Background: an optimization exercise with open tools, aiming at small area and a short achievable clock period. Do not read the settings as production practice.
Only simulation tests tie the RTL to the original design; equivalence was not proved.
Power is estimated from default activity; no workload was simulated.

### flow/config.mk
export PLATFORM = sky130hd
export DESIGN_NAME = core_flattened
export DESIGN_NICKNAME = core_flattened
export VERILOG_FILES = /design/flow/design.v
export SDC_FILE = /design/flow/constraint.sdc
export NUM_CORES = 4
export LEC_CHECK = 0
export CAP_MARGIN = 20
export CORE_MARGIN = 2
export CORE_UTILIZATION = 40
export SLEW_MARGIN = 20
### flow/constraint.sdc
create_clock -name core_clock -period 10.0 [get_ports {clk}]
set_input_delay 2.0000 -clock core_clock [delete_from_list [all_inputs] [get_ports {clk}]]
set_output_delay 2.0000 -clock core_clock [all_outputs]
set_load 0.01 [all_outputs]
### flow/design.v
typedef enum logic [1:0] {
IDLE = 2'b00,
RUN  = 2'b01,    
ERR  = 2'b11
} state_e;
parameter rd_size_gp             = 5;
parameter rs_imm_size_gp         = 6; 
parameter instruction_size_gp    = 16;
parameter imem_addr_width_gp     = 7; 
parameter data_mem_addr_width_gp = 12;  
parameter ID_length_gp = 10;
parameter mask_length_gp = 3;
typedef struct packed{
        logic [4:0]  opcode;
        logic [rd_size_gp-1:0] rd;
        logic [rs_imm_size_gp-1:0] rs_imm;
        } instruction_s;
typedef enum logic [2:0] {
NULL  = 3'b000,
INSTR = 3'b001,
REG   = 3'b010,
PC    = 3'b011,
BAR   = 3'b100
} net_op_e;
typedef struct packed{
        logic [ID_length_gp-1:0] ID;  
        net_op_e     net_op;          
        logic [5:0]  reserved;        
        logic [13:0] net_addr;        
        logic [31:0] net_data;        
        } net_packet_s;
typedef struct packed{
        logic [31:0] write_data;
        logic valid;
        logic wen;
        logic byte_not_word;
        logic yumi;    
        } mem_in_s;
typedef struct packed{
        logic [31:0] read_data;
        logic valid;
        logic yumi;    
        } mem_out_s;
typedef struct packed{
        logic [imem_addr_width_gp-1:0] PC_r_f;
        logic [instruction_size_gp-1:0] instruction_i_f;
        logic [1:0] state_r_f;
        logic [mask_length_gp-1:0] barrier_mask_r_f;
        logic [mask_length_gp-1:0] barrier_r_f;
} debug_s;
typedef struct packed{
		instruction_s instruction_fd;
		logic [imem_addr_width_gp-1:0] pc_fd;
} fd_pipeline_s;
typedef struct packed{
		instruction_s instruction_de;
		logic [imem_addr_width_gp-1:0] pc_de;
		logic [31:0] rs_val_de;
		logic [31:0] rd_val_de;
		logic is_load_op_c_de;
		logic op_writes_rf_c_de;
		logic is_store_op_c_de;
		logic is_mem_op_c_de;
		logic is_byte_op_c_de;
} de_pipeline_s;
typedef struct packed{
		instruction_s instruction_em;
		logic [imem_addr_width_gp-1:0] pc_em;
		logic [31:0] rs_val_or_zero_em;
		logic [31:0] alu_result_em;
		logic is_load_op_c_em;
		logic op_writes_rf_c_em;
		logic is_store_op_c_em;
		logic is_mem_op_c_em;
		logic is_byte_op_c_em;
} em_pipeline_s;
typedef struct packed{
		instruction_s instruction_mw;
		logic [imem_addr_width_gp-1:0] pc_mw;
		logic [31:0] rf_wd_mw;
		logic [31:0] alu_result_mw;
		logic is_load_op_c_mw;
		logic op_writes_rf_c_mw;
} mw_pipeline_s;
module alu (input  [31:0] rd_i 
		   ,input  [31:0] rs_i 
		   ,input  instruction_s op_i
		   ,output logic [31:0] result_o
		   ,output logic jump_now_o);
always_comb
begin
	result_o   = 32'd0; 
	jump_now_o = 1'b0; 
	unique casez (op_i)
		16'b00000_?????_??????:		result_o   = rd_i +  rs_i;
		16'b00001_?????_??????:		result_o   = rd_i -  rs_i;
		16'b00010_?????_??????:		result_o   = rd_i << rs_i[4:0];
		16'b00011_?????_??????:		result_o   = $signed (rd_i)   >>> rs_i[4:0];
		16'b00100_?????_??????:		result_o   = $unsigned (rd_i) >>  rs_i[4:0]; 
		16'b00101_?????_??????: 		result_o   = rd_i & rs_i;
		16'b00110_?????_??????:    	result_o   = rd_i | rs_i;
		16'b00111_?????_??????:   	result_o   = ~ (rd_i|rs_i);
		16'b01000_?????_??????:   	result_o   = ($signed(rd_i)<$signed(rs_i))     ? 32'd1 : 32'd0;
		16'b01001_?????_??????:  	result_o   = ($unsigned(rd_i)<$unsigned(rs_i)) ? 32'd1 : 32'd0;
		16'b10000_?????_??????:  	jump_now_o = (rd_i==32'd0)                     ? 1'b1  : 1'b0;
		16'b10001_?????_??????: 	jump_now_o = (rd_i!=32'd0)                     ? 1'b1  : 1'b0;
		16'b10010_?????_??????:  	jump_now_o = ($signed(rd_i)>$signed(32'd0))    ? 1'b1  : 1'b0;
		16'b10011_?????_??????:  	jump_now_o = ($signed(rd_i)<$signed(32'd0))    ? 1'b1  : 1'b0;
		16'b01010_?????_??????, 16'b11000_?????_??????, 16'b11001_?????_??????, 16'b10111_?????_??????, 16'b01100_100??_??????:   
			result_o = rs_i;
		16'b01011_?????_??????:
			result_o = (rd_i << rs_i[4:0]) | (rd_i >> (32 - rs_i[4:0]));
		16'b01101_?????_??????:
			result_o = rd_i ^ rs_i;
		16'b01110_?????_??????:
		   result_o = (rd_i >> rs_i[4:0]) | (rd_i << (32 - rs_i[4:0]));
		16'b11010_?????_??????, 16'b11011_?????_??????:    
			result_o = rd_i;
		default: 
		begin 
			result_o = 32'd0; 
			jump_now_o = 1'b0; 
		end
	endcase
end
endmodule 
module cl_decode (input instruction_s instruction_i
                 ,output logic is_load_op_o
                 ,output logic op_writes_rf_o
                 ,output logic is_store_op_o
                 ,output logic is_mem_op_o
                 ,output logic is_byte_op_o
                 );
always_comb
  unique casez (instruction_i)
    16'b11000_?????_??????,16'b11001_?????_??????:
      is_load_op_o = 1'b1;
    default:
      is_load_op_o = 1'b0;
  endcase
always_comb
  unique casez (instruction_i)
    16'b00000_?????_??????, 16'b00001_?????_??????, 16'b00010_?????_??????, 16'b00011_?????_??????, 16'b00100_?????_??????,
    16'b00101_?????_??????,  16'b00110_?????_??????,   16'b00111_?????_??????,  16'b01000_?????_??????,  16'b01001_?????_??????, 
    16'b01010_?????_??????,  16'b01011_?????_??????, 16'b10111_?????_??????, 16'b11000_?????_??????,   16'b11001_?????_??????,
	16'b01101_?????_??????, 	16'b01110_?????_??????:
      op_writes_rf_o = 1'b1; 
    default:
      op_writes_rf_o = 1'b0;
  endcase
always_comb       
  unique casez (instruction_i)
    16'b11000_?????_??????, 16'b11001_?????_??????, 16'b11010_?????_??????, 16'b11011_?????_??????:
      is_mem_op_o = 1'b1;
    default:
      is_mem_op_o = 1'b0;
  endcase
always_comb       
  unique casez (instruction_i)
    16'b11010_?????_??????, 16'b11011_?????_??????:
      is_store_op_o = 1'b1;
    default:
      is_store_op_o = 1'b0;
  endcase
always_comb
  unique casez (instruction_i)
    16'b11001_?????_??????,16'b11011_?????_??????:
      is_byte_op_o = 1'b1;
    default: 
      is_byte_op_o = 1'b0;
  endcase
endmodule
module cl_state_machine(input  instruction_s instruction_i
                       ,input  state_e       state_i
                       ,input                exception_i
                       ,input                net_PC_write_cmd_IDLE_i
                       ,input                stall_i
                       ,output state_e       state_o
                       );
always_comb	
  if (~stall_i && exception_i)
    state_o = ERR;
  else unique case (state_i)
    IDLE:
      if (net_PC_write_cmd_IDLE_i)   
        state_o = RUN;
	  else
	    state_o = IDLE;
    RUN:
      if(instruction_i==16'b01100_00000_000000)
        state_o = IDLE;
	  else
	    state_o = RUN;
    default:
      state_o = ERR;
  endcase
endmodule
module fd_register
(
		input logic clk,
		input logic reset,
		input logic stall,
		input logic flush,
		input logic bubble,
		input logic IDLE_WAIT,
		input fd_pipeline_s fd_s_i,
		output fd_pipeline_s fd_s_o
);
always_ff @(posedge clk) 
begin
	if (!reset)
	begin
		fd_s_o <= '0;
		fd_s_o.instruction_fd <= 16'b11111_00000_000000;
	end
	else
	if (stall | bubble)
		fd_s_o <= fd_s_o;
	else
	begin
		if (flush | IDLE_WAIT)
		begin
			fd_s_o.instruction_fd <= 16'b11111_00000_000000;
			fd_s_o.pc_fd <= fd_s_o.pc_fd;
		end
		else 
			fd_s_o <= fd_s_i;
	end
end
endmodule
module de_register
(
	 input logic clk,
		input logic reset,
	 input logic stall,
	 input logic flush,
	 input logic bubble,
	 input de_pipeline_s de_s_i,
	 output de_pipeline_s de_s_o
);
always_ff @(posedge clk) 
begin
	if (!reset)
	begin
		de_s_o <= '0;
		de_s_o.instruction_de <= 16'b11111_00000_000000;
	end
	else
	if (stall)
		begin
			de_s_o <= de_s_o;
		end
	else
		begin
			if (flush | bubble)
				begin
					de_s_o.instruction_de <= 16'b11111_00000_000000;
					de_s_o.pc_de <= de_s_o.pc_de;
					de_s_o.rs_val_de <= 32'b0;
					de_s_o.rd_val_de <= 32'b0;
					de_s_o.is_load_op_c_de <= 1'b0;
					de_s_o.op_writes_rf_c_de <= 1'b0;
					de_s_o.is_store_op_c_de <= 1'b0;
					de_s_o.is_mem_op_c_de <= 1'b0;
					de_s_o.is_byte_op_c_de <= 1'b0;
				end
			else 
				de_s_o <= de_s_i;
		end
end
endmodule
module em_register
(
		input logic clk,
		input logic reset,
		input logic stall,
		input em_pipeline_s em_s_i,
		output em_pipeline_s em_s_o
);
always_ff @(posedge clk)
begin
	if (!reset)
	begin
		em_s_o <= '0;
		em_s_o.instruction_em <= 16'b11111_00000_000000;
	end
	else
	if (stall)
		em_s_o <= em_s_o;
	else
		em_s_o <= em_s_i;
end
endmodule
module mw_register
(
		input logic clk,
		input logic reset,
		input logic stall,
		input mw_pipeline_s mw_s_i,
		output mw_pipeline_s mw_s_o
);
always_ff @(posedge clk) 
begin
	if (!reset)
	begin
		mw_s_o <= '0;
		mw_s_o.instruction_mw <= 16'b11111_00000_000000;
	end
	else
	if (stall)
		mw_s_o <= mw_s_o;
	else
		mw_s_o <= mw_s_i;
end
endmodule
module detect_hazards
(
		input logic is_load_op_o,
		input logic is_store_op_o,
		input fd_pipeline_s fd_s_o,
		input de_pipeline_s de_s_o,
		input em_pipeline_s em_s_o,
		input mw_pipeline_s mw_s_o,
		output logic bubble,
		output logic [1:0] fwd_a,
		output logic [1:0] fwd_b,
		output logic [1:0] fwd_c
);
always_comb
begin
	if (em_s_o.op_writes_rf_c_em && em_s_o.instruction_em.rd &&
		(em_s_o.instruction_em.rd == de_s_o.instruction_de.rs_imm))
			fwd_a = 2'b10;
	else if (mw_s_o.op_writes_rf_c_mw && mw_s_o.instruction_mw.rd &&
			~(em_s_o.op_writes_rf_c_em && em_s_o.instruction_em.rd &&
			 (em_s_o.instruction_em.rd == de_s_o.instruction_de.rs_imm)) &&
			 (mw_s_o.instruction_mw.rd == de_s_o.instruction_de.rs_imm))
			fwd_a = 2'b01;
	else
			fwd_a = 2'b00;
end
always_comb
begin
	if (em_s_o.op_writes_rf_c_em && em_s_o.instruction_em.rd &&
		(em_s_o.instruction_em.rd === de_s_o.instruction_de.rd))
			fwd_b = 2'b10;
	else if (mw_s_o.op_writes_rf_c_mw && mw_s_o.instruction_mw.rd &&
			~(em_s_o.op_writes_rf_c_em && em_s_o.instruction_em.rd &&
			 (em_s_o.instruction_em.rd === de_s_o.instruction_de.rd)) &&
			 (mw_s_o.instruction_mw.rd === de_s_o.instruction_de.rd))
			fwd_b = 2'b01;
	else
			fwd_b = 2'b00;
end
always_comb
begin
	if (mw_s_o.is_load_op_c_mw && em_s_o.is_mem_op_c_em)
	begin
		if (mw_s_o.instruction_mw.rd == em_s_o.instruction_em.rd)
			fwd_c = 2'b10;
		else if(mw_s_o.instruction_mw.rd == em_s_o.instruction_em.rs_imm)
			fwd_c = 2'b01;
		else
			fwd_c = 2'b00;
	end
	else
		fwd_c = 2'b00;
end
always_comb
begin
	bubble = 1'b0;
	if (de_s_o.is_load_op_c_de &&
		((de_s_o.instruction_de.rd == fd_s_o.instruction_fd.rd) ||
		 (de_s_o.instruction_de.rd == fd_s_o.instruction_fd.rs_imm)))
			bubble = 1'b1;
end
endmodule
module reg_file#(parameter NUM_REG = 6, BITS = 32)
(
	input clk,
	input wen_i,
	input [NUM_REG - 1 : 0] wa_i,
	input [BITS - 1 : 0] wd_i,
	input [NUM_REG - 1 : 0] ra0_i,
	input [NUM_REG - 1 : 0] ra1_i,
	output [BITS - 1 : 0] rd0_o,
	output [BITS - 1 : 0] rd1_o
);
 logic [BITS - 1 : 0] rf [2**NUM_REG - 1 : 0];
 logic [BITS - 1 : 0] rd0_n, rd1_n;
 always_comb
 begin
	if((wa_i == ra0_i) && wen_i)
		rd0_n = wd_i;
	else
		rd0_n = rf[ra0_i];
	if((wa_i == ra1_i) && wen_i)
		rd1_n = wd_i;
	else
		rd1_n = rf[ra1_i];
 end
 assign rd0_o = rd0_n;
 assign rd1_o = rd1_n;
always_ff @(posedge clk)
begin
	if(wen_i)
	begin
		rf[wa_i] <= wd_i;
	end
end
endmodule
module instr_mem #(parameter addr_width_p = 10)
                 (input clk
                 ,input [addr_width_p-1:0] addr_i
                 ,input instruction_s instruction_i
                 ,input wen_i
                 ,output instruction_s instruction_o
                 );
logic [instruction_size_gp-1:0] mem [(2**addr_width_p)-1:0];
always_ff @ (posedge clk)
  begin
    if (wen_i)
      mem[addr_i] <= instruction_i;
    else
      instruction_o <= mem[addr_i];
  end
endmodule
module core #(parameter imem_addr_width_p=10
                       ,net_ID_p = 10'b0000000001)
             (input  clk
             ,input  reset
             ,input  net_packet_s net_packet_i
             ,output net_packet_s net_packet_o
             ,input  mem_out_s from_mem_i
             ,output mem_in_s  to_mem_o
             ,output logic [mask_length_gp-1:0] barrier_o
             ,output logic                      exception_o
             ,output debug_s                    debug_o
             ,output logic [31:0]               data_mem_addr
             );
logic [imem_addr_width_p-1:0] PC_r, PC_n,
                              pc_plus1, imem_addr,
                              imm_jump_add;
instruction_s instruction, imem_out, instruction_r;
logic [31:0] alu_result, rs_val_or_zero, rd_val_or_zero, rs_val, rd_val;
logic [($bits(instruction.rs_imm))-1:0] rd_addr;
logic [($bits(instruction.rs_imm))-1:0] rd_read_addr;
logic [31:0] rf_wd;
logic jump_now;
logic is_load_op_c,  op_writes_rf_c, valid_to_mem_c,
      is_store_op_c, is_mem_op_c,    PC_wen,
      is_byte_op_c,  PC_wen_r;
logic yumi_to_mem_c;
logic imem_wen, rf_wen;
logic net_ID_match,      net_PC_write_cmd,  net_imem_write_cmd,
      net_reg_write_cmd, net_bar_write_cmd, net_PC_write_cmd_IDLE;
logic [1:0] mem_stage_r, mem_stage_n;
logic stall, stall_non_mem;
logic exception_n;
state_e state_r,state_n;
instruction_s net_instruction;
logic [mask_length_gp-1:0] barrier_r,      barrier_n,
                           barrier_mask_r, barrier_mask_n;
logic bubble;
logic flush;
logic IDLE_WAIT;
logic [1:0] wait_count;
logic [1:0] fwd_a,fwd_b,fwd_c;
logic [31:0] mem_write_data;
fd_pipeline_s fd_s_i, fd_s_o;
de_pipeline_s de_s_i, de_s_o;
em_pipeline_s em_s_i, em_s_o;
mw_pipeline_s mw_s_i, mw_s_o;
logic [31:0] rf_wd_mw_n;
assign fd_s_i.instruction_fd = instruction;
assign fd_s_i.pc_fd = PC_r;
fd_register fd_reg(.clk(clk)
			 ,.reset(reset)
			 ,.stall(stall)
			 ,.flush(flush)
			 ,.bubble(bubble)
			 ,.IDLE_WAIT(IDLE_WAIT)
		     ,.fd_s_i(fd_s_i)
             ,.fd_s_o(fd_s_o)
			 );	 
always_comb
begin
	IDLE_WAIT = 1'b0;
	if(fd_s_o.instruction_fd==16'b01100_00000_000000 || wait_count > 2'b00)
		IDLE_WAIT = 1'b1;
	else
		IDLE_WAIT = 1'b0;
end
always_ff @(posedge clk)
begin
	if(!reset)
		wait_count <= 2'b00;
	else if(fd_s_o.instruction_fd==16'b01100_00000_000000)
		wait_count <= 2'b11;
	else if(wait_count > 2'b00)
		wait_count <= wait_count - 2'b01;
	else
		wait_count <= 2'b00;
end
assign de_s_i.instruction_de = fd_s_o.instruction_fd;
assign de_s_i.pc_de = fd_s_o.pc_fd;
assign de_s_i.rs_val_de = rs_val;
assign de_s_i.rd_val_de = rd_val;
assign de_s_i.is_load_op_c_de = is_load_op_c;
assign de_s_i.op_writes_rf_c_de = op_writes_rf_c;
assign de_s_i.is_store_op_c_de = is_store_op_c;
assign de_s_i.is_mem_op_c_de = is_mem_op_c;
assign de_s_i.is_byte_op_c_de = is_byte_op_c;			 
de_register de_reg(.clk(clk)
			 ,.reset(reset)
			 ,.stall(stall)
			 ,.flush(flush)
			 ,.bubble(bubble)
		     ,.de_s_i(de_s_i)
             ,.de_s_o(de_s_o)
			 );
assign em_s_i.instruction_em = de_s_o.instruction_de;
assign em_s_i.pc_em = de_s_o.pc_de;
assign em_s_i.alu_result_em = alu_result;
assign em_s_i.rs_val_or_zero_em = rs_val_or_zero;
assign em_s_i.is_load_op_c_em = de_s_o.is_load_op_c_de;
assign em_s_i.op_writes_rf_c_em = de_s_o.op_writes_rf_c_de;
assign em_s_i.is_store_op_c_em = de_s_o.is_store_op_c_de;
assign em_s_i.is_mem_op_c_em = de_s_o.is_mem_op_c_de;
assign em_s_i.is_byte_op_c_em = de_s_o.is_byte_op_c_de;			 
em_register em_reg(.clk(clk)
			 ,.reset(reset)
			 ,.stall(stall)
			 ,.em_s_i(em_s_i)
			 ,.em_s_o(em_s_o)
			 );
assign mw_s_i.instruction_mw = em_s_o.instruction_em;
assign mw_s_i.pc_mw = em_s_o.pc_em;
assign mw_s_i.rf_wd_mw = rf_wd_mw_n;
assign mw_s_i.op_writes_rf_c_mw = em_s_o.op_writes_rf_c_em;
assign mw_s_i.alu_result_mw = em_s_o.alu_result_em;
assign mw_s_i.is_load_op_c_mw = em_s_o.is_load_op_c_em;
always_comb
begin
	if (em_s_o.is_load_op_c_em)
		rf_wd_mw_n = from_mem_i.read_data;
	else
		rf_wd_mw_n = em_s_o.alu_result_em;
end				 
mw_register mw_reg(.clk(clk)
			 ,.reset(reset)
			 ,.stall(stall)
			 ,.mw_s_i(mw_s_i)
			 ,.mw_s_o(mw_s_o)
			 );
assign net_packet_o = net_packet_i;
assign to_mem_o.write_data = mem_write_data;
assign to_mem_o.valid = valid_to_mem_c;
assign to_mem_o.wen = em_s_o.is_store_op_c_em;
assign to_mem_o.byte_not_word = em_s_o.is_byte_op_c_em;
assign to_mem_o.yumi = yumi_to_mem_c;
assign debug_o = {mw_s_o.pc_mw, mw_s_o.instruction_mw, state_r, barrier_mask_r, barrier_r};
instr_mem #(.addr_width_p(imem_addr_width_p)) imem
           (.clk(clk)
           ,.addr_i(imem_addr)
           ,.instruction_i(net_instruction)
           ,.wen_i(imem_wen)
           ,.instruction_o(imem_out)
           );
assign instruction = (PC_wen_r) ? imem_out : instruction_r;
reg_file #(.NUM_REG($bits(instruction.rs_imm))) rf
          (.clk(clk)
          ,.ra0_i(fd_s_o.instruction_fd.rs_imm)
          ,.ra1_i(rd_read_addr)
          ,.wen_i(rf_wen)
          ,.wd_i(rf_wd)  
          ,.rd0_o(rs_val)
          ,.rd1_o(rd_val)
			 ,.wa_i(rd_addr)
          );
always_comb
begin
	unique casez (fwd_a)
		2'b10:
			rs_val_or_zero = em_s_o.alu_result_em;
		2'b01:
			rs_val_or_zero = rf_wd;
		default:
			rs_val_or_zero = de_s_o.instruction_de.rs_imm ? de_s_o.rs_val_de : 32'b0;
	endcase
end	
always_comb
begin
	unique casez(fwd_b)
		2'b10:
			rd_val_or_zero = em_s_o.alu_result_em;
		2'b01:
			rd_val_or_zero = rf_wd;
		default:
			rd_val_or_zero = de_s_o.instruction_de.rd     ? de_s_o.rd_val_de : 32'b0;
	endcase
end
always_comb
begin
	unique casez(fwd_c)
		2'b10:
		begin
			data_mem_addr = mw_s_o.rf_wd_mw;
			mem_write_data = em_s_o.rs_val_or_zero_em;
		end
		2'b01:
		begin
			data_mem_addr = em_s_o.alu_result_em;
			mem_write_data = mw_s_o.rf_wd_mw;
		end
		default:
		begin
			data_mem_addr = em_s_o.alu_result_em;
			mem_write_data = em_s_o.rs_val_or_zero_em;
		end
	endcase
end
alu alu_1 (.rd_i(rd_val_or_zero)
          ,.rs_i(rs_val_or_zero)
          ,.op_i(de_s_o.instruction_de)
          ,.result_o(alu_result)
          ,.jump_now_o(jump_now)
          );
always_comb
  begin
    if (net_reg_write_cmd)
      rf_wd = net_packet_i.net_data;
    else if (mw_s_o.instruction_mw.opcode==5'b10111)
      rf_wd = mw_s_o.pc_mw + 1;
    else
      rf_wd = mw_s_o.rf_wd_mw;
  end
assign pc_plus1     = PC_r + 1'b1;
assign imm_jump_add = $signed(de_s_o.instruction_de.rs_imm)  + $signed(de_s_o.pc_de);
always_comb
  begin
    PC_n = pc_plus1;
	if (net_PC_write_cmd_IDLE)
      PC_n = net_packet_i.net_addr;
    else
      unique casez (de_s_o.instruction_de)
        16'b10111_?????_??????: 
		  if(fwd_a == 2'b10)
			PC_n = em_s_o.alu_result_em;
		  else
			PC_n = alu_result[0+:imem_addr_width_p];
        16'b10001_?????_??????,16'b10000_?????_??????,16'b10011_?????_??????,16'b10010_?????_??????: 
          if (jump_now)
            PC_n = imm_jump_add;
        default: begin end
      endcase
  end
always_comb
begin
	if(de_s_o.instruction_de.opcode==5'b10111)
		flush = 1'b1;
	else
		flush = jump_now;
end
detect_hazards hazard (.is_load_op_o(is_load_op_c),
					.is_store_op_o(is_store_op_c),
					.fd_s_o(fd_s_o),
					.de_s_o(de_s_o),
					.em_s_o(em_s_o),
					.mw_s_o(mw_s_o),
					.bubble(bubble),
					.fwd_a(fwd_a),
					.fwd_b(fwd_b),
					.fwd_c(fwd_c)
                  );
assign PC_wen = (net_PC_write_cmd_IDLE || (~stall && ~bubble && ~IDLE_WAIT) || flush);
always_ff @ (posedge clk)
  begin
    if (!reset)
      begin
        PC_r            <= 0;
        barrier_mask_r  <= {(mask_length_gp){1'b0}};
        barrier_r       <= {(mask_length_gp){1'b0}};
        state_r         <= IDLE;
        instruction_r   <= 0;
        PC_wen_r        <= 0;
        exception_o     <= 0;
        mem_stage_r     <= 2'b00;
      end
    else
      begin
        if (PC_wen)
          PC_r         <= PC_n;
        barrier_mask_r <= barrier_mask_n;
        barrier_r      <= barrier_n;
        state_r        <= state_n;
        instruction_r  <= instruction;
        PC_wen_r       <= PC_wen;
        exception_o    <= exception_n;
        mem_stage_r    <= mem_stage_n;
      end
  end
assign stall_non_mem = (net_reg_write_cmd && mw_s_o.op_writes_rf_c_mw)
                    || (net_imem_write_cmd);
assign stall = stall_non_mem || (mem_stage_n != 2'b00) || (state_r != RUN);
assign valid_to_mem_c = em_s_o.is_mem_op_c_em & (mem_stage_r < 2'b10);
always_comb
  begin
    yumi_to_mem_c = 1'b0;
    mem_stage_n   = mem_stage_r;
    if (valid_to_mem_c)
        mem_stage_n   = 2'b01;
    if (from_mem_i.yumi)
        mem_stage_n   = 2'b10;
    if (from_mem_i.valid & ~stall_non_mem)
      begin
        mem_stage_n   = 2'b00;
        yumi_to_mem_c = 1'b1;
      end
  end
cl_decode decode (.instruction_i(fd_s_o.instruction_fd)
                  ,.is_load_op_o(is_load_op_c)
                  ,.op_writes_rf_o(op_writes_rf_c)
                  ,.is_store_op_o(is_store_op_c)
                  ,.is_mem_op_o(is_mem_op_c)
                  ,.is_byte_op_o(is_byte_op_c)
                  );
cl_state_machine state_machine (.instruction_i(mw_s_o.instruction_mw)
                               ,.state_i(state_r)
                               ,.exception_i(exception_o)
                               ,.net_PC_write_cmd_IDLE_i(net_PC_write_cmd_IDLE)
                               ,.stall_i(stall)
                               ,.state_o(state_n)
                               );
assign net_ID_match = (net_packet_i.ID==net_ID_p);
assign net_PC_write_cmd      = (net_ID_match && (net_packet_i.net_op==PC));
assign net_imem_write_cmd    = (net_ID_match && (net_packet_i.net_op==INSTR));
assign net_reg_write_cmd     = (net_ID_match && (net_packet_i.net_op==REG));
assign net_bar_write_cmd     = (net_ID_match && (net_packet_i.net_op==BAR));
assign net_PC_write_cmd_IDLE = (net_PC_write_cmd && (state_r==IDLE));
assign barrier_o = barrier_mask_r & barrier_r;
assign imem_wen  = net_imem_write_cmd;
assign rf_wen    = (net_reg_write_cmd || (mw_s_o.op_writes_rf_c_mw && ~stall));
assign imem_addr = (net_imem_write_cmd) ? net_packet_i.net_addr
                                       : PC_n;
assign rd_addr = (net_reg_write_cmd)
                 ? (net_packet_i.net_addr [0+:($bits(instruction.rs_imm))])
                 : ({{($bits(instruction.rs_imm)-$bits(instruction.rd)){1'b0}}
                    ,{mw_s_o.instruction_mw.rd}});
assign rd_read_addr = (net_reg_write_cmd)
                 ? (net_packet_i.net_addr [0+:($bits(instruction.rs_imm))])
                 : ({{($bits(instruction.rs_imm)-$bits(instruction.rd)){1'b0}}
                    ,{fd_s_o.instruction_fd.rd}});
assign net_instruction = net_packet_i.net_data [0+:($bits(instruction))];
always_comb
  if (net_bar_write_cmd && (state_r != ERR))
    barrier_mask_n = net_packet_i.net_data [0+:mask_length_gp];
  else
    barrier_mask_n = barrier_mask_r;
assign barrier_n = net_PC_write_cmd_IDLE
                   ? net_packet_i.net_data[0+:mask_length_gp]
                   : ((mw_s_o.instruction_mw[15:8]==8'b01100_100) & ~stall)
                     ? mw_s_o.alu_result_mw [0+:mask_length_gp]
                     : barrier_r;
always_comb
  if ((state_r==ERR) || (net_PC_write_cmd && (state_r!=IDLE)))
    exception_n = 1'b1;
  else
    exception_n = exception_o;
endmodule
module core_flattened 
                       (input  clk
                       ,input  reset
                       ,input  [65-1:0] net_packet_flat_i
                       ,output [65-1:0] net_packet_flat_o
                       ,input  [34-1:0] from_mem_flat_i
                       ,output [36-1:0]  to_mem_flat_o
                       ,output logic [mask_length_gp-1:0] barrier_o
                       ,output logic                      exception_o
                       ,output [31-1:0]       debug_flat_o
                       ,output logic [31:0]               data_mem_addr
                       );
core #(.imem_addr_width_p(imem_addr_width_gp),.net_ID_p(10'b0000000001)) core1
             (.clk(clk)
             ,.reset(reset)
             ,.net_packet_i(net_packet_flat_i)
             ,.net_packet_o(net_packet_flat_o)
             ,.from_mem_i(from_mem_flat_i)
             ,.to_mem_o(to_mem_flat_o)
             ,.barrier_o(barrier_o)
             ,.exception_o(exception_o)
             ,.debug_o(debug_flat_o)
             ,.data_mem_addr(data_mem_addr)
             );
endmodule
### flow/run.sh
#!/bin/bash
# synth_recipe.tcl (not shown) runs the flow's synth.tcl, then flattens the netlist and writes it again
# the make line also repeats each setting of config.mk as NAME=value (left out here)
make -C /OpenROAD-flow-scripts/flow DESIGN_CONFIG=/design/flow/config.mk WORK_HOME=/design/flow/orfs CLKGATE_MAP_FILE= SYNTH_SCRIPT=/design/flow/synth_recipe.tcl finish
==> key figures <==
Routing
  – Initial DRC count: 18833
  – Via count: 129147
  – Post-DR vias/cell: 6.23
  – DRC: 0
  – DRT antenna net count: 0
  – WL per Instance: 33.1 um
  – Final WL: 685000 um
  – DRT Pass-1 Iters: 7

Timing
  – RSZ-0062 raised after global routing: false
  – Slew Limit Fails: 0
  – Final hold slack: 452 ps
  – Clock Skews: 64.8 ps
  – Peak Freq: 105 MHz
  – Final Cycle Share: 95.7%
  – Final Hold Vio Count: 0
  – Worst slew pin tran: 1290 ps
  – Rel. slew slack: 13.4%
  – Worst setup margin: 431 ps
  – Post-layout minimum cycle time: 9570 ps
  – Final setup fails: 0
  – Final setup TNS: 0 ps

Critical path
  – CP max stage delay: 560 ps
  – Cell mode on critical path: buf_4
  – Setup crit end kind: register
  – Crit Path Category: in2reg
  – Crit path max-delay family: compound AO/OA/AOI/OAI gates
  – CP required: 10790 ps
  – Critical-path maximum fanout: 16
  – Crit path max-delay cell type: o211ai_1
  – Nature of the critical path startpoint: input port
  – CP Data Arrival Time: 10360 ps
  – Buf/Inv on CP: 12

Finish
  – Area grow syn2layout: 18.4%
  – Final nets: 14150
  – Layout cells sized above 1: 21.4%
  – Final core occ: 47.6%

Global routing
  – First-pass GRT wire length: 955000 um
  – Antenna violations before repair: 44
  – Gr ovfl total: 0
  – Largest net degree at the start of global routing: 129
  – GRT Overall Usage: 27.3%
  – Vias in the first global route: 123723

Floorplanning
  – Die Wd: 697 um
  – Die H: 697 um
  – Core area: 479000 sq um
  – Row count: 254
  – DIE AREA: 486000 sq um
  – Effective utilization at floorplan: 40.2%
  – I/O Pins: 269

Placed design
  – Buffers on Ports: 242
  – Placer Congestion: 1.01
  – Place WS: -574 ps
  – Dpl hpwl: 453000 um

Yosys
  – Post-Syn Area per Cell: 14.9 sq um
  – Sequential-to-total area share from yosys stat: 67.4%
  – Synth unique cells: 105
  – Area share of xor/xnor cells in the synthesized design: 0.392%
  – EDFF count, synth: 4112
  – Synthesized instance count: 12947
  – Yosys warnings: 11
  – Synth Area in Compound Gates: 11.7%
  – Largest family of logic cells by synthesized area: compound AO/OA/AOI/OAI gates
  – Seq cells post-synth: 4422
  – Top FF cell, synth: edfxtp_1
  – Post-Syn Area: 192000 sq um
  – Post-synthesis async set-or-reset flop share: 0%
  – Mux cell area share after synthesis: 10.6%
  – Synth Area in Adders: 0.745%
  – Post-synthesis simple-gate area fraction: 6.42%
  – Syn Nets: 13160

Clock tree
  – Worst-path clk slew: 70 ps
  – CTS tree: yes
  – Clk buf depth: 4
  – CTS sink count: 4422
  – CTS H-tree lvls: 5
  – Post-CTS Setup Bufs: 0
  – TritonCTS buffer count: 442
  – Clock Latency Late Sink: 1060 ps
  – Clock root buffer: clkbuf_16

Pwr
  – Max IR drop VDD: 154 uV
  – PwrDens: 163 nW/um^2
  – Power, Total: 37.1 mW
  – Static Leak: 69.7 nW

Run
  – Max Cap Violations: 0

Worst hold path
  – Hold Crit Class: reg2reg

Run status
  – Status: finished clean
final cells by class:
type                       instances  area (sq um)
tap                             6400          8010
timing repair buffer            1641         16400
antenna                           14          35.0
clock buffer                     561         11700
fill                           41069        251000
multi-input combinational       7290         58600
inverter                         140           534
clock inverter                   262          2740
sequential                      4422        130000
report_power, final:
group | switching, mW | internal (mW)
registers | 0.000812 | 20.0
logic | 0.273 | 0.0708
clock network | 7.25 | 9.43
total | 7.52 | 29.5
synth_stat cells, types with 102 or more instances:
cell | instances | area, sq um
edfxtp_1 | 4112 | 123000
nand2_1 | 1092 | 4100
nor2_1 | 780 | 2930
a22oi_1 | 724 | 5440
clkbuf_1 | 722 | 2710
mux4_2 | 686 | 15400
a21oi_1 | 548 | 2740
a211oi_1 | 516 | 3870
mux2i_1 | 373 | 3730
dfxtp_1 | 310 | 6210
o21ai_0 | 268 | 1340
o211ai_1 | 237 | 1780
nand4_1 | 228 | 1430
a221oi_1 | 164 | 1440
nand3_1 | 149 | 746
a31oi_1 | 137 | 857
a22o_1 | 135 | 1180
inv_1 | 135 | 507
buf_1 | 128 | 480
buf_2 | 127 | 636
nor2b_1 | 123 | 769
and2_1 | 120 | 751
buf_4 | 113 | 848
ha_1 | 109 | 1360
mux2_2 | 102 | 1150
stage by stage:
stage	instances	instance area, sq um
6_report	20730	228000
2_1_floorplan	12947	192000
5_1_grt	20719	228000
4_1_cts	20716	228000
3_3_place_gp	19893	213000
3_5_place_dp	19893	213000
worst register-to-register path: cells and delay by family (launching register included):
family / cells / cell delay (ps)
fa+ha+maj: 1 / 190
buf+inv: 8 / 1820
compound gates: 13 / 4560
flops: 1 / 740
simple gates: 9 / 1950
routing by layer:
| metal | global-route usage (%) | wire length (um) | up-vias |
|---|---|---|---|
| li1 | - | - | 53932 |
| met1 | 37.6 | 270000 | 66263 |
| met2 | 41.5 | 305000 | 7525 |
| met3 | 6.08 | 73700 | 1415 |
| met4 | 12.5 | 36300 | 12 |
| met5 | 0 | 92 | - |
sequential cells by signal (all words and copies together) (netlist names), named ones only:
name / count
core1.rf.rf: 2048
core1.PC_r: 7
core1.state_r: 2
core1.exception_o: 1
core1.mem_stage_r: 2
core1.fd_reg.fd_s_o: 23
core1.imem.instruction_o: 16
core1.imem.mem: 2048
core1.de_reg.de_s_o: 92
core1.barrier_r: 3
core1.mw_reg.mw_s_o: 60
core1.barrier_mask_r: 3
core1.PC_wen_r: 1
core1.instruction_r: 16
core1.em_reg.em_s_o: 92
core1.wait_count: 2
worst paths after layout:
path                                              start                           end  slack (ps)  cells after the start
worst min register to register  core1.em_reg.em_s_o[69]       core1.mw_reg.mw_s_o[66]         450                      2
worst max-delay path              net_packet_flat_i[60]  core1.imem.instruction_o[11]         430                     37
worst max register to register  core1.mw_reg.mw_s_o[84]   core1.imem.instruction_o[5]         480                     31
worst min-delay path            core1.em_reg.em_s_o[69]       core1.mw_reg.mw_s_o[66]         450                      2
layout by cell type, fill, tap and decap left out, types with 148 or more instances in the layout:
cell	n
edfxtp_1	4112
buf_4	1131
nand2_1	1088
a22oi_1	724
nor2_1	692
mux4_2	686
a21oi_1	540
a211oi_1	515
clkbuf_16	447
mux2i_1	347
dfxtp_1	301
buf_12	284
o21ai_0	267
o211ai_1	237
nand4_1	228
clkdlybuf4s50_1	224
a221oi_1	164
nand3_1	148
logic make-up (layout without fill, tap and decap cells):
logic type                 after synthesis  count (layout)
buffers and inverters                 1235            2604
xor gates and xnor gates                83              83
muxes                                 1162            1162
DFF                                   4422            4422
other                                    0              14
and+or+nand+nor                       2746            2746
adders and majority gates              113             113
AOI/OAI and AO/OA                     3186            3186
what timing repair did:
action / in CTS / in global routing
hold endpoints to repair: 0 / 0
resized for setup: 0 / 1
setup endpoints to repair: 0 / 1
hold buffers: 0 / 0

-- afterwards: timing with drivers on the ports --
In the flow no input, the clock included, has a driving cell. The finished layout below was timed again as built, in two steps.
Step 1 assumes that a clkbuf_16 drives the clock port and a buf_2 every other input.
Step 2 times the ports against the registers' clock, not the clock port: input delays grow and output delays shrink by t, the midpoint of the rising clock arrivals with the driver on.
Three values: ideal ports, drivers, drivers and shift; two values: the first two.
t, ns: 1.137
setup slack, ns: 0.431 / 0.484 / -0.606
clock arrival spread, ns: 0.086 / 0.085
worst register clock-pin slew, ns: 0.07 / 0.07
cell pins on the clock port's net: 1
Met with ideal ports but missed after step 2: setup timing in this run. The setup slack of this run moves by +0.053 ns with the drivers and by -1.037 ns with both steps.
